What follows belongs to an exercise in optimizing a design on an open flow for small area; a production flow would make more cautious choices.
In this exercise RTL edits were held to simulation tests only and were not proved equivalent to the original.
Power and IR drop assume default switching activity.

==> flow/design.v <==
`timescale 1ns / 1ps
module ram(
  input        CLK_I,
  input        RST_N_I,
  input        WR_EN_I,
  input  [7:0] WR_ADDR_I,
  input        RD_EN_I,
  input  [7:0] RD_ADDR_I,
  input  [7:0] DATA_IN_I,
  output [7:0] DATA_OUT_O
);
reg       wr_q;    
reg       rd_q;    
reg [7:0] data_out_r;
reg [7:0] mem [0:255];
assign DATA_OUT_O = data_out_r;
wire idle = ~wr_q & ~rd_q;
always @(posedge CLK_I) begin
  wr_q <= RST_N_I & idle & WR_EN_I;
  rd_q <= RST_N_I & idle & ~WR_EN_I & RD_EN_I;
end
wire [7:0]  wdata = DATA_IN_I & {8{RST_N_I}};
wire [15:0] wlo_n, whi_n;    
genvar i, w, b;
generate
  for (i = 0; i < 16; i = i + 1) begin : g_wdec
    assign wlo_n[i] = ~(~RST_N_I | (wr_q & (WR_ADDR_I[3:0] == i)));
    assign whi_n[i] = ~(~RST_N_I | (WR_ADDR_I[7:4] == i));
  end
  for (w = 0; w < 256; w = w + 1) begin : g_word
    wire we;
    rd_nor2 u_we (.a(wlo_n[w % 16]), .b(whi_n[w / 16]), .y(we));
    always @(posedge CLK_I)
      if (we) mem[w] <= wdata;
  end
endgenerate
wire [15:0] lsel;            
wire [15:0] hsel_n;          
generate
  for (i = 0; i < 16; i = i + 1) begin : g_rdec
    assign lsel[i]   = (RD_ADDR_I[3:0] == i);
    assign hsel_n[i] = ~(RST_N_I & (RD_ADDR_I[7:4] == i));
  end
endgenerate
wire [7:0] rdata;
generate
  for (b = 0; b < 8; b = b + 1) begin : g_bit
    wire [15:0] gn;          
    for (i = 0; i < 16; i = i + 1) begin : g_grp
      wire [15:0] d;
      for (w = 0; w < 16; w = w + 1) begin : g_d
        assign d[w] = mem[16*i + w][b];
      end
      rd_grp16 u_grp (.d(d), .sel(lsel), .y_n(gn[i]));
    end
    rd_out16 u_out (.g_n(gn), .sel_n(hsel_n), .y(rdata[b]));
  end
endgenerate
always @(posedge CLK_I)
  if (~RST_N_I | rd_q)
    data_out_r <= rdata;
endmodule
module rd_aoi3(input [2:0] a, input [2:0] s, output y_n);
assign y_n = ~|(a & s);
endmodule
module rd_nand3(input a, input b, input c, output y);
assign y = ~(a & b & c);
endmodule
module rd_nand2(input a, input b, output y);
assign y = ~(a & b);
endmodule
module rd_nor2(input a, input b, output y);
assign y = ~(a | b);
endmodule
module rd_grp16(
  input  [15:0] d,
  input  [15:0] sel,
  output        y_n
);
wire [5:0] t_n;
wire [1:0] u;
rd_aoi3  u0 (.a(d[2:0]),   .s(sel[2:0]),   .y_n(t_n[0]));
rd_aoi3  u1 (.a(d[5:3]),   .s(sel[5:3]),   .y_n(t_n[1]));
rd_aoi3  u2 (.a(d[8:6]),   .s(sel[8:6]),   .y_n(t_n[2]));
rd_aoi3  u3 (.a(d[11:9]),  .s(sel[11:9]),  .y_n(t_n[3]));
rd_aoi3  u4 (.a(d[14:12]), .s(sel[14:12]), .y_n(t_n[4]));
rd_nand2 u5 (.a(d[15]), .b(sel[15]), .y(t_n[5]));
rd_nand3 u6 (.a(t_n[0]), .b(t_n[1]), .c(t_n[2]), .y(u[0]));
rd_nand3 u7 (.a(t_n[3]), .b(t_n[4]), .c(t_n[5]), .y(u[1]));
rd_nor2  u8 (.a(u[0]), .b(u[1]), .y(y_n));
endmodule
module rd_oai22(input [1:0] a, input [1:0] s, output y);
assign y = ~((a[0] | s[0]) & (a[1] | s[1]));
endmodule
module rd_nor4(input [3:0] a, output y);
assign y = ~|a;
endmodule
module rd_out16(
  input  [15:0] g_n,
  input  [15:0] sel_n,
  output        y
);
wire [7:0] t;
wire [1:0] u_n;
genvar k;
generate
  for (k = 0; k < 8; k = k + 1) begin : g_t
    rd_oai22 u_t (.a(g_n[2*k+1:2*k]), .s(sel_n[2*k+1:2*k]), .y(t[k]));
  end
endgenerate
rd_nor4  u0 (.a(t[3:0]), .y(u_n[0]));
rd_nor4  u1 (.a(t[7:4]), .y(u_n[1]));
rd_nand2 u2 (.a(u_n[0]), .b(u_n[1]), .y(y));
endmodule
clock: 8.0 ns
lec_check: 0
cap_margin: 30
core_margin: 2
core_utilization: 50
cts_buf_list: sky130_fd_sc_hd__clkbuf_16
cts_cluster_diameter: 60
cts_cluster_size: 30
slew_margin: 30
synth_hierarchical: 1
synth_minimum_keep_size: 0
run.sh (not shown) runs the stock make flow with config.mk's settings and CLKGATE_MAP_FILE= SYNTH_SCRIPT=/design/flow/synth_recipe.tcl, a recipe that flattens the netlist after the stock synthesis.
The first run finished with timing, DRC and antenna clean.
Next try:
==> flow/flow/run.sh (new file) <==
#!/bin/bash
set -e -o pipefail
export CTS_ARGS="-sink_clustering_enable -repair_clock_nets -sink_clustering_size 10 -sink_clustering_max_diameter 35 -buf_list sky130_fd_sc_hd__clkbuf_4 -dont_use_dummy_load"
export BUFFER_PORTS_ARGS="-buffer_cell sky130_fd_sc_hd__buf_1"
bash standard.sh > standard.log 2>&1
==> flow/standard.sh (new file) <==
#!/bin/bash
# synth_recipe.tcl (not shown) runs the flow's synth.tcl, then flattens the netlist and writes it again
# the make line also repeats each setting of config.mk as NAME=value (left out here)
make -C /OpenROAD-flow-scripts/flow DESIGN_CONFIG=/design/flow/config.mk WORK_HOME=/design/flow/orfs CLKGATE_MAP_FILE= SYNTH_SCRIPT=/design/flow/synth_recipe.tcl "${@:-finish}"
CAP_MARGIN = 10   (was 30)
CTS_BUF_LIST = sky130_fd_sc_hd__clkbuf_4   (was sky130_fd_sc_hd__clkbuf_16)
CTS_CLUSTER_DIAMETER = 35   (was 60)
CTS_CLUSTER_SIZE = 10   (was 30)
SLEW_MARGIN = 10   (was 30)
removed: flow/run.sh
Result: Cell area came out lower by a few percent; total power came out lower by roughly a tenth; final cell count came out higher slightly; routed wire length came out lower slightly; sequential share of layout area came out higher by 2.7 points; hold slack loses 73 ps; clock-buffer cell count came out higher by 185.
Next try:
==> flow/run.sh (new file) <==
#!/bin/bash
# synth_recipe.tcl (not shown) runs the flow's synth.tcl, then flattens the netlist and writes it again
# the make line also repeats each setting of config.mk as NAME=value (left out here)
make -C /OpenROAD-flow-scripts/flow DESIGN_CONFIG=/design/flow/config.mk WORK_HOME=/design/flow/orfs CLKGATE_MAP_FILE= SYNTH_SCRIPT=/design/flow/synth_recipe.tcl finish
CAP_MARGIN = 30   (was 10)
CTS_BUF_LIST = sky130_fd_sc_hd__clkbuf_8   (was sky130_fd_sc_hd__clkbuf_4)
CTS_CLUSTER_DIAMETER = 45   (was 35)
CTS_CLUSTER_SIZE = 18   (was 10)
SLEW_MARGIN = 30   (was 10)
removed: flow/flow/run.sh
removed: flow/standard.sh
The changed run finished with timing, DRC and antenna clean.
Count of clock-buffer cells in the layout goes down by 144.
Sequential power is about the same.
Clock skew goes down by 39 ps.
Area after synthesis stays the same.
Global-route usage goes up by 0.31 points.
Cell count barely changes.
Utilization goes up by 1.6 points.
Die area does not change.
Next try:
==> flow/flow/run.sh (new file) <==
#!/bin/bash
set -e -o pipefail
export CTS_ARGS="-sink_clustering_enable -repair_clock_nets -sink_clustering_size 10 -sink_clustering_max_diameter 35 -buf_list sky130_fd_sc_hd__clkbuf_4 -dont_use_dummy_load"
export BUFFER_PORTS_ARGS="-buffer_cell sky130_fd_sc_hd__buf_1"
bash standard.sh > standard.log 2>&1
==> flow/standard.sh (new file) <==
#!/bin/bash
# synth_recipe.tcl (not shown) runs the flow's synth.tcl, then flattens the netlist and writes it again
# the make line also repeats each setting of config.mk as NAME=value (left out here)
make -C /OpenROAD-flow-scripts/flow DESIGN_CONFIG=/design/flow/config.mk WORK_HOME=/design/flow/orfs CLKGATE_MAP_FILE= SYNTH_SCRIPT=/design/flow/synth_recipe.tcl "${@:-finish}"
CTS_BUF_LIST = sky130_fd_sc_hd__clkbuf_4   (was sky130_fd_sc_hd__clkbuf_8)
CTS_CLUSTER_DIAMETER = 35   (was 45)
CTS_CLUSTER_SIZE = 10   (was 18)
removed: flow/run.sh
=> Cell area came out lower by 2.6%; maximum frequency came out higher by 14%; first-iteration DRC count came out lower by 15%; via count came out higher by 0.30%; die area does not change.
Next try:
==> flow/flow/run.sh (replaced) <==
#!/bin/bash
set -e -o pipefail
export CTS_ARGS="-sink_clustering_enable -repair_clock_nets -sink_clustering_size 18 -sink_clustering_max_diameter 45 -buf_list sky130_fd_sc_hd__clkbuf_8 -dont_use_dummy_load"
bash standard.sh > standard.log 2>&1
CAP_MARGIN = 20   (was 30)
CTS_BUF_LIST = sky130_fd_sc_hd__clkbuf_8   (was sky130_fd_sc_hd__clkbuf_4)
CTS_CLUSTER_DIAMETER = 45   (was 35)
CTS_CLUSTER_SIZE = 18   (was 10)
SLEW_MARGIN = 20   (was 30)
First-iteration DRC count came out higher by 20%. Global-route usage goes up by 0.20 points. Core utilization is higher by 0.13 points. Worst setup slack loses 810 ps. Via count is lower by 1.4%. Clock-buffer cell count falls by 134. Power is higher by about 0.5%. Wire length increases by 0.84%. Hold slack is better by 36 ps. Area after synthesis is unchanged. Final cell count falls by 2.4%.

==> port drivers added, routing unchanged <==
No port has a modelled driver above. Below, the same layouts with a new extraction and two added sets of constraints. Step 1 (the two cells are an assumption about what drives the block):
set clk [get_ports {CLK_I}]
set_driving_cell -lib_cell sky130_fd_sc_hd__clkbuf_16 $clk
set_driving_cell -lib_cell sky130_fd_sc_hd__buf_2 [delete_from_list [all_inputs] $clk]
Step 2 also shifts input and output timing later by t, the mid clock arrival at the registers, as if the neighbouring blocks saw the same clock. Slacks: ideal / step 1 / step 2; pairs: ideal / step 1.
run | t, ns | setup slack, ns | slew at the worst register clock pin (ns)
the first run | 0.840 | 2.898 / 2.941 / 2.101 | 0.09 / 0.09
the second run | 1.332 | 3.749 / 3.800 / 2.468 | 0.11 / 0.11
the third run | 1.012 | 3.083 / 3.119 / 2.107 | 0.11 / 0.11
the fourth run | 1.316 | 3.690 / 3.731 / 2.416 | 0.11 / 0.11
the fifth run | 0.972 | 2.880 / 2.922 / 1.950 | 0.11 / 0.11
After both steps every run listed still meets setup and hold. The setup slack of the second run, which loses most, moves by +0.051 ns with the drivers and by -1.281 ns with both steps.
